From an optimization exercise on the open Yosys and OpenROAD flow, aimed at small area, a short achievable clock period and few clock cycles per item; shortcuts taken in it are not production practice.
Function was checked by simulation only, so behaviour that the tests miss may differ from the original.
Power figures rest on the tool's default switching activity, not on a simulated workload.

==> inputs of quartz <==
// top_level_accelerator
module top_level_accelerator #(
    parameter N = 4,
    parameter DATA_WIDTH = 16,
    parameter ACCUM_WIDTH = 40
) (
    input clk,
    input reset,
    input start,
    input load_a_b,
    input [7:0] write_addr,
    input signed [DATA_WIDTH-1:0] write_data_a,
    input signed [DATA_WIDTH-1:0] write_data_b,
    input [7:0] read_addr,
    output signed [ACCUM_WIDTH-1:0] read_data_c,
    output done
);
    localparam CW = 34;
    reg [15:0]   ap [0:3][0:3];
    reg [15:0]   bp [0:3][0:3];
    reg [CW-1:0] cp [0:3][0:3];
    reg [1:0]    m;
    wire          active;
    wire [3:0]    t;
    wire          wr_en;
    wire [1:0]    wr_row;
    wire [CW-1:0] c_new;
    control_unit ctrl_inst (
        .clk(clk), .reset(reset), .start(start),
        .active(active), .idx(t), .wr_en(wr_en), .wr_row(wr_row),
        .done(done)
    );
    systolic_array dot_inst (
        .clk(clk),
        .a0(ap[0][0]), .a1(ap[0][1]), .a2(ap[0][2]), .a3(ap[0][3]),
        .b0(bp[0][0]), .b1(bp[1][0]), .b2(bp[2][0]), .b3(bp[3][0]),
        .c_out(c_new)
    );
    always @(posedge clk or posedge reset) begin
        if (reset) m <= 2'd0;
        else       m <= m + 2'd1;
    end
    wire       wr_ok  = load_a_b && (write_addr[7:4] == 4'd0);
    wire [1:0] wr_i   = write_addr[3:2];
    wire [1:0] wr_j   = write_addr[1:0];
    wire [1:0] wr_bp  = wr_j - m - 2'd1;      
    wire       rot_a  = active && (t[1:0] == 2'd3);
    integer p, k;
    always @(posedge clk) begin
        for (p = 0; p < 4; p = p + 1)
            for (k = 0; k < 4; k = k + 1) begin
                if (wr_ok && wr_i == p && wr_j == k)
                    ap[p][k] <= write_data_a;
                else if (rot_a)
                    ap[p][k] <= ap[(p + 1) % 4][k];
  ...
==> module systolic_array, before the edit <==
module systolic_array (
    input             clk,
    input      [15:0] a0, a1, a2, a3,
    input      [15:0] b0, b1, b2, b3,
    output     [33:0] c_out
);
    wire [33:0] r0, r1, r2;
    reg  [33:0] s0, s1, s2;
    dot4_tree tree (
        .a0(a0), .b0(b0), .a1(a1), .b1(b1),
        .a2(a2), .b2(b2), .a3(a3), .b3(b3),
        .r0(r0), .r1(r1), .r2(r2)
    );
    always @(posedge clk) begin
        s0 <= r0;
        s1 <= r1;
        s2 <= r2;
    end
    wire [33:0] u = s0 ^ s1 ^ s2;
    wire [33:0] v = (s0 & s1) | (s0 & s2) | (s1 & s2);
    assign c_out = u + {v[32:0], 1'b0};
endmodule
==> module top_level_accelerator, before the edit <==
module top_level_accelerator #(
    parameter N = 4,
    parameter DATA_WIDTH = 16,
    parameter ACCUM_WIDTH = 40
) (
    input clk,
    input reset,
    input start,
    input load_a_b,
    input [7:0] write_addr,
    input signed [DATA_WIDTH-1:0] write_data_a,
    input signed [DATA_WIDTH-1:0] write_data_b,
    input [7:0] read_addr,
    output signed [ACCUM_WIDTH-1:0] read_data_c,
    output done
);
    localparam CW = 34;
    reg [15:0]   ap [0:3][0:3];
    reg [15:0]   bp [0:3][0:3];
    reg [CW-1:0] cp [0:3][0:3];
    reg [1:0]    m;
    wire          active;
    wire [3:0]    t;
    wire          wr_en;
    wire [1:0]    wr_row;
    wire [CW-1:0] c_new;
    control_unit ctrl_inst (
        .clk(clk), .reset(reset), .start(start),
        .active(active), .idx(t), .wr_en(wr_en), .wr_row(wr_row),
        .done(done)
    );
    systolic_array dot_inst (
        .clk(clk),
        .a0(ap[0][0]), .a1(ap[0][1]), .a2(ap[0][2]), .a3(ap[0][3]),
        .b0(bp[0][0]), .b1(bp[1][0]), .b2(bp[2][0]), .b3(bp[3][0]),
        .c_out(c_new)
    );
    always @(posedge clk or posedge reset) begin
        if (reset) m <= 2'd0;
        else       m <= m + 2'd1;
    end
    wire       wr_ok  = load_a_b && (write_addr[7:4] == 4'd0);
    wire [1:0] wr_i   = write_addr[3:2];
    wire [1:0] wr_j   = write_addr[1:0];
    wire [1:0] wr_bp  = wr_j - m - 2'd1;      
    wire       rot_a  = active && (t[1:0] == 2'd3);
    integer p, k;
    always @(posedge clk) begin
        for (p = 0; p < 4; p = p + 1)
            for (k = 0; k < 4; k = k + 1) begin
                if (wr_ok && wr_i == p && wr_j == k)
                    ap[p][k] <= write_data_a;
                else if (rot_a)
                    ap[p][k] <= ap[(p + 1) % 4][k];
                if (wr_ok && wr_i == k && wr_bp == p)
                    bp[k][p] <= write_data_b;
                else
                    bp[k][p] <= bp[k][(p + 1) % 4];
            end
        for (p = 0; p < 4; p = p + 1) begin
            cp[p][0] <= cp[p][1];
            cp[p][1] <= cp[p][2];
            cp[p][3] <= cp[p][0];
            if (wr_en && wr_row == p)
                cp[p][2] <= c_new;
            else
                cp[p][2] <= cp[p][3];
        end
    end
    wire [3:0]    rd_j = 4'b0001 << read_addr[1:0];
    wire [CW-1:0] c_ring [0:3];
    wire [3:0]    rd_sel;
    reg  [CW-1:0] c_rd;
    integer       r;
    genvar q;
    generate
        for (q = 0; q < 4; q = q + 1) begin : rd
            assign c_ring[q] = cp[read_addr[3:2]][q];
            assign rd_sel[q] = rd_j[(q + m) % 4];
        end
    endgenerate
    always @(*) begin
        c_rd = {CW{1'b0}};
        for (r = 0; r < 4; r = r + 1)
            c_rd = c_rd | ({CW{rd_sel[r]}} & c_ring[r]);
    end
    assign read_data_c = {{(ACCUM_WIDTH-CW){c_rd[CW-1]}}, c_rd};
endmodule
clock: 10.0 ns
lec_check: 0
cap_margin: 20
core_margin: 2
core_utilization: 55
cts_cluster_diameter: 60
cts_cluster_size: 30
place_density: 0.72
setup_slack_margin: 4.7
slew_margin: 20
standard.sh (not shown) runs the stock make flow with config.mk's settings and CLKGATE_MAP_FILE= SYNTH_SCRIPT=/design/flow/synth_recipe.tcl, a recipe that flattens the netlist after the stock synthesis.
==> flow/flow/run.sh <==
#!/bin/bash
# Own layout flow: the standard flow, with one step between synthesis and
# floorplan: flow/polarity.py picks the polarity of the full adders and simple
# gates in the synthesized netlist so that fewer inverters are needed (the
# netlist's function, registers and ports are unchanged).
set -euo pipefail
R=orfs/results/${FLOW_PLATFORM}/top_level_accelerator/base

bash standard.sh synth > synth.log 2>&1
cp $R/1_2_yosys.v $R/1_2_yosys.orig.v
python3 flow/polarity.py $R/1_2_yosys.orig.v $R/1_2_yosys.v > polarity.log 2>&1
bash standard.sh > layout.log 2>&1
Other scripts of this flow, unchanged in this note and not shown: flow/flow/polarity.py
==> inputs of fjord, as changes to quartz <==
--- a/flow/design.v
+++ b/flow/design.v
@@ -5859,7 +5859,165 @@
     end
     wire [33:0] u = s0 ^ s1 ^ s2;
     wire [33:0] v = (s0 & s1) | (s0 & s2) | (s1 & s2);
-    assign c_out = u + {v[32:0], 1'b0};
+    bk34 cpa (.a(u), .b({v[32:0], 1'b0}), .s(c_out));
+endmodule
+module bk34(input [33:0] a, input [33:0] b, output [33:0] s);
+  wire [33:0] p0 = a ^ b;
+  wire [33:0] g0 = a & b;
+  wire G1 = g0[1] | (p0[1] & g0[0]);
+  wire P1 = p0[1] & p0[0];
+  wire G2 = g0[3] | (p0[3] & g0[2]);
+  wire P2 = p0[3] & p0[2];
+  wire G3 = g0[5] | (p0[5] & g0[4]);
+  wire P3 = p0[5] & p0[4];
+  wire G4 = g0[7] | (p0[7] & g0[6]);
+  wire P4 = p0[7] & p0[6];
+  wire G5 = g0[9] | (p0[9] & g0[8]);
+  wire P5 = p0[9] & p0[8];
+  wire G6 = g0[11] | (p0[11] & g0[10]);
+  wire P6 = p0[11] & p0[10];
+  wire G7 = g0[13] | (p0[13] & g0[12]);
+  wire P7 = p0[13] & p0[12];
+  wire G8 = g0[15] | (p0[15] & g0[14]);
+  wire P8 = p0[15] & p0[14];
+  wire G9 = g0[17] | (p0[17] & g0[16]);
+  wire P9 = p0[17] & p0[16];
+  wire G10 = g0[19] | (p0[19] & g0[18]);
+  wire P10 = p0[19] & p0[18];
+  wire G11 = g0[21] | (p0[21] & g0[20]);
+  wire P11 = p0[21] & p0[20];
+  wire G12 = g0[23] | (p0[23] & g0[22]);
+  wire P12 = p0[23] & p0[22];
+  wire G13 = g0[25] | (p0[25] & g0[24]);
+  wire P13 = p0[25] & p0[24];
+  wire G14 = g0[27] | (p0[27] & g0[26]);
+  wire P14 = p0[27] & p0[26];
+  wire G15 = g0[29] | (p0[29] & g0[28]);
+  wire P15 = p0[29] & p0[28];
+  wire G16 = g0[31] | (p0[31] & g0[30]);
+  wire P16 = p0[31] & p0[30];
+  wire G17 = g0[33] | (p0[33] & g0[32]);
+  wire P17 = p0[33] & p0[32];
+  wire G18 = G2 | (P2 & G1);
+  wire P18 = P2 & P1;
+  wire G19 = G4 | (P4 & G3);
+  wire P19 = P4 & P3;
+  wire G20 = G6 | (P6 & G5);
+  wire P20 = P6 & P5;
+  wire G21 = G8 | (P8 & G7);
+  wire P21 = P8 & P7;
+  wire G22 = G10 | (P10 & G9);
+  wire P22 = P10 & P9;
+  wire G23 = G12 | (P12 & G11);
+  wire P23 = P12 & P11;
+  wire G24 = G14 | (P14 & G13);
+  wire P24 = P14 & P13;
+  wire G25 = G16 | (P16 & G15);
+  wire P25 = P16 & P15;
+  wire G26 = G19 | (P19 & G18);
+  wire P26 = P19 & P18;
+  wire G27 = G21 | (P21 & G20);
+  wire P27 = P21 & P20;
+  wire G28 = G23 | (P23 & G22);
+  wire P28 = P23 & P22;
+  wire G29 = G25 | (P25 & G24);
+  wire P29 = P25 & P24;
+  wire G30 = G27 | (P27 & G26);
+  wire P30 = P27 & P26;
+  wire G31 = G29 | (P29 & G28);
+  wire P31 = P29 & P28;
+  wire G32 = G31 | (P31 & G30);
+  wire P32 = P31 & P30;
+  wire G33 = G28 | (P28 & G30);
+  wire P33 = P28 & P30;
+  wire G34 = G20 | (P20 & G26);
+  wire P34 = P20 & P26;
+  wire G35 = G22 | (P22 & G30);
+  wire P35 = P22 & P30;
+  wire G36 = G24 | (P24 & G33);
+  wire P36 = P24 & P33;
+  wire G37 = G3 | (P3 & G18);
+  wire P37 = P3 & P18;
+  wire G38 = G5 | (P5 & G26);
+  wire P38 = P5 & P26;
+  wire G39 = G7 | (P7 & G34);
+  wire P39 = P7 & P34;
+  wire G40 = G9 | (P9 & G30);
+  wire P40 = P9 & P30;
+  wire G41 = G11 | (P11 & G35);
+  wire P41 = P11 & P35;
+  wire G42 = G13 | (P13 & G33);
+  wire P42 = P13 & P33;
+  wire G43 = G15 | (P15 & G36);
+  wire P43 = P15 & P36;
+  wire G44 = G17 | (P17 & G32);
+  wire P44 = P17 & P32;
+  wire G45 = g0[2] | (p0[2] & G1);
+  wire P45 = p0[2] & P1;
+  wire G46 = g0[4] | (p0[4] & G18);
+  wire P46 = p0[4] & P18;
+  wire G47 = g0[6] | (p0[6] & G37);
+  wire P47 = p0[6] & P37;
+  wire G48 = g0[8] | (p0[8] & G26);
+  wire P48 = p0[8] & P26;
+  wire G49 = g0[10] | (p0[10] & G38);
+  wire P49 = p0[10] & P38;
+  wire G50 = g0[12] | (p0[12] & G34);
+  wire P50 = p0[12] & P34;
+  wire G51 = g0[14] | (p0[14] & G39);
+  wire P51 = p0[14] & P39;
+  wire G52 = g0[16] | (p0[16] & G30);
+  wire P52 = p0[16] & P30;
+  wire G53 = g0[18] | (p0[18] & G40);
+  wire P53 = p0[18] & P40;
+  wire G54 = g0[20] | (p0[20] & G35);
+  wire P54 = p0[20] & P35;
+  wire G55 = g0[22] | (p0[22] & G41);
+  wire P55 = p0[22] & P41;
+  wire G56 = g0[24] | (p0[24] & G33);
+  wire P56 = p0[24] & P33;
+  wire G57 = g0[26] | (p0[26] & G42);
+  wire P57 = p0[26] & P42;
+  wire G58 = g0[28] | (p0[28] & G36);
+  wire P58 = p0[28] & P36;
+  wire G59 = g0[30] | (p0[30] & G43);
+  wire P59 = p0[30] & P43;
+  wire G60 = g0[32] | (p0[32] & G32);
+  wire P60 = p0[32] & P32;
+  assign s[0] = p0[0];
+  assign s[1] = p0[1] ^ g0[0];
+  assign s[2] = p0[2] ^ G1;
+  assign s[3] = p0[3] ^ G45;
+  assign s[4] = p0[4] ^ G18;
+  assign s[5] = p0[5] ^ G46;
+  assign s[6] = p0[6] ^ G37;
+  assign s[7] = p0[7] ^ G47;
+  assign s[8] = p0[8] ^ G26;
+  assign s[9] = p0[9] ^ G48;
+  assign s[10] = p0[10] ^ G38;
+  assign s[11] = p0[11] ^ G49;
+  assign s[12] = p0[12] ^ G34;
+  assign s[13] = p0[13] ^ G50;
+  assign s[14] = p0[14] ^ G39;
+  assign s[15] = p0[15] ^ G51;
+  assign s[16] = p0[16] ^ G30;
+  assign s[17] = p0[17] ^ G52;
+  assign s[18] = p0[18] ^ G40;
+  assign s[19] = p0[19] ^ G53;
+  assign s[20] = p0[20] ^ G35;
+  assign s[21] = p0[21] ^ G54;
+  assign s[22] = p0[22] ^ G41;
+  assign s[23] = p0[23] ^ G55;
+  assign s[24] = p0[24] ^ G33;
+  assign s[25] = p0[25] ^ G56;
+  assign s[26] = p0[26] ^ G42;
+  assign s[27] = p0[27] ^ G57;
+  assign s[28] = p0[28] ^ G36;
+  assign s[29] = p0[29] ^ G58;
+  assign s[30] = p0[30] ^ G43;
+  assign s[31] = p0[31] ^ G59;
+  assign s[32] = p0[32] ^ G32;
+  assign s[33] = p0[33] ^ G60;
 endmodule
 module control_unit (
     input            clk,
@@ -5958,19 +6116,28 @@
                 cp[p][2] <= cp[p][3];
         end
     end
-    wire [3:0]    rd_j = 4'b0001 << read_addr[1:0];
-    wire [CW-1:0] c_ring [0:3];
+    reg  [1:0]    rd_t [0:3];
+    wire [3:0]    rd_i = 4'b0001 << read_addr[3:2];
+    reg  [CW-1:0] c_ring [0:3];
     wire [3:0]    rd_sel;
     reg  [CW-1:0] c_rd;
-    integer       r;
+    integer       r, r2;
     genvar q;
     generate
         for (q = 0; q < 4; q = q + 1) begin : rd
-            assign c_ring[q] = cp[read_addr[3:2]][q];
-            assign rd_sel[q] = rd_j[(q + m) % 4];
+            always @(posedge clk or posedge reset) begin
+                if (reset) rd_t[q] <= q;
+                else       rd_t[q] <= rd_t[q] + 2'd1;
+            end
+            assign rd_sel[q] = (read_addr[1:0] == rd_t[q]);
         end
     endgenerate
     always @(*) begin
+        for (r2 = 0; r2 < 4; r2 = r2 + 1) begin
+            c_ring[r2] = {CW{1'b0}};
+            for (r = 0; r < 4; r = r + 1)
+                c_ring[r2] = c_ring[r2] | ({CW{rd_i[r]}} & cp[r][r2]);
+        end
         c_rd = {CW{1'b0}};
         for (r = 0; r < 4; r = r + 1)
             c_rd = c_rd | ({CW{rd_sel[r]}} & c_ring[r]);
ABC_AREA = 1   (was not set)
CORE_UTILIZATION = 65   (was 55)
PLACE_DENSITY = 0.8   (was 0.72)
SETUP_SLACK_MARGIN = 4.6   (was 4.7)
==> inputs of amber, as changes to quartz <==
--- a/flow/design.v
+++ b/flow/design.v
@@ -5958,7 +5958,7 @@
                 cp[p][2] <= cp[p][3];
         end
     end
-    wire [3:0]    rd_j = 4'b0001 << read_addr[1:0];
+    reg  [1:0]    rd_t [0:3];
     wire [CW-1:0] c_ring [0:3];
     wire [3:0]    rd_sel;
     reg  [CW-1:0] c_rd;
@@ -5966,8 +5966,12 @@
     genvar q;
     generate
         for (q = 0; q < 4; q = q + 1) begin : rd
+            always @(posedge clk or posedge reset) begin
+                if (reset) rd_t[q] <= q;
+                else       rd_t[q] <= rd_t[q] + 2'd1;
+            end
             assign c_ring[q] = cp[read_addr[3:2]][q];
-            assign rd_sel[q] = rd_j[(q + m) % 4];
+            assign rd_sel[q] = (read_addr[1:0] == rd_t[q]);
         end
     endgenerate
     always @(*) begin
CORE_UTILIZATION = 65   (was 55)
PLACE_DENSITY = 0.8   (was 0.72)
SETUP_SLACK_MARGIN = 4.6   (was 4.7)
==> impl_summary.log <==
[metrics] result of the run: complete, no violations
[metrics] post-synth net total: 6178
[metrics] setup clock skew after layout: 54.1 ps
[metrics] Area growth, synth to finish: 10.2%
[metrics] CP max stage cell: mux4_2
[metrics] post-route total power: 0.0215 W
[metrics] part of the power in registers: 36.0%
[metrics] sequential portion of the cell area: 36.3%
[metrics] startpoint of the tightest hold check path: cp[8][28]$_DFF_P_
[metrics] combinational fraction of design power: 46.6%
[metrics] Total Wirelength: 198000 um
[metrics] power dissipated in sequential cells: 0.00773 W
(the above is from amber)
==> impl_summary.log <==
[metrics] CP max stage cell: buf_8
[metrics] post-route total power: 0.0201 W
[metrics] setup clock skew after layout: 53.7 ps
[metrics] post-synth net total: 7439
[metrics] startpoint of the tightest hold check path: cp[10][17]$_DFF_P_
[metrics] Total Wirelength: 193000 um
[metrics] power dissipated in sequential cells: 0.00761 W
[metrics] combinational fraction of design power: 44.8%
[metrics] result of the run: complete, no violations
[metrics] part of the power in registers: 37.9%
(the above is from fjord)
==> impl_summary.log <==
[metrics] result of the run: complete, no violations
[metrics] Area growth, synth to finish: 11.0%
[metrics] part of the power in registers: 35.7%
[metrics] combinational fraction of design power: 47.5%
[metrics] power dissipated in sequential cells: 0.00763 W
[metrics] startpoint of the tightest hold check path: cp[8][29]$_DFF_P_
[metrics] setup clock skew after layout: 52.8 ps
(the above is from quartz)
Testbench counts of quartz, summed over its fixed seeds: cycles 10,688, items 320.
Testbench counts of fjord, summed over its fixed seeds: cycles 10,688, items 320.
Testbench counts of amber, summed over its fixed seeds: cycles 10,688, items 320.

## afterwards: timing with drivers on the ports
The flow's constraints put no driver on any port. The routed layouts listed below were extracted and timed again, unchanged, in two steps.
Step 1 (the two cells are an assumption about what drives the block):
set clk [get_ports {clk}]
set_driving_cell -lib_cell sky130_fd_sc_hd__clkbuf_16 $clk
set_driving_cell -lib_cell sky130_fd_sc_hd__buf_2 [delete_from_list [all_inputs] $clk]
Step 2 moves the port delays by t, midway between the first and last clock arrival at a register: inputs arrive t later, outputs are due t later. That takes back most of the time a late clock gives input paths.
Three values: no drivers, after step 1, after step 2; two values: the first two.
| run | shift t [ns] | slack for setup (ns) | latest minus earliest clock arrival (ns) | slew at the worst register clock pin (ns) | cell pins on the clock port's net |
|---|---|---|---|---|---|
| quartz | 0.774 | 4.451 / 4.256 / 4.256 | 0.053 / 0.053 | 0.11 / 0.11 | 1 |
| fjord | 0.776 | 4.543 / 4.324 / 4.324 | 0.058 / 0.058 | 0.11 / 0.11 | 1 |
| amber | 0.768 | 4.484 / 4.128 / 4.128 | 0.059 / 0.058 | 0.11 / 0.11 | 1 |
After both steps setup and hold are still met in every run listed. The setup slack of amber, which loses most, moves by -0.356 ns with the drivers and by -0.356 ns with both steps.
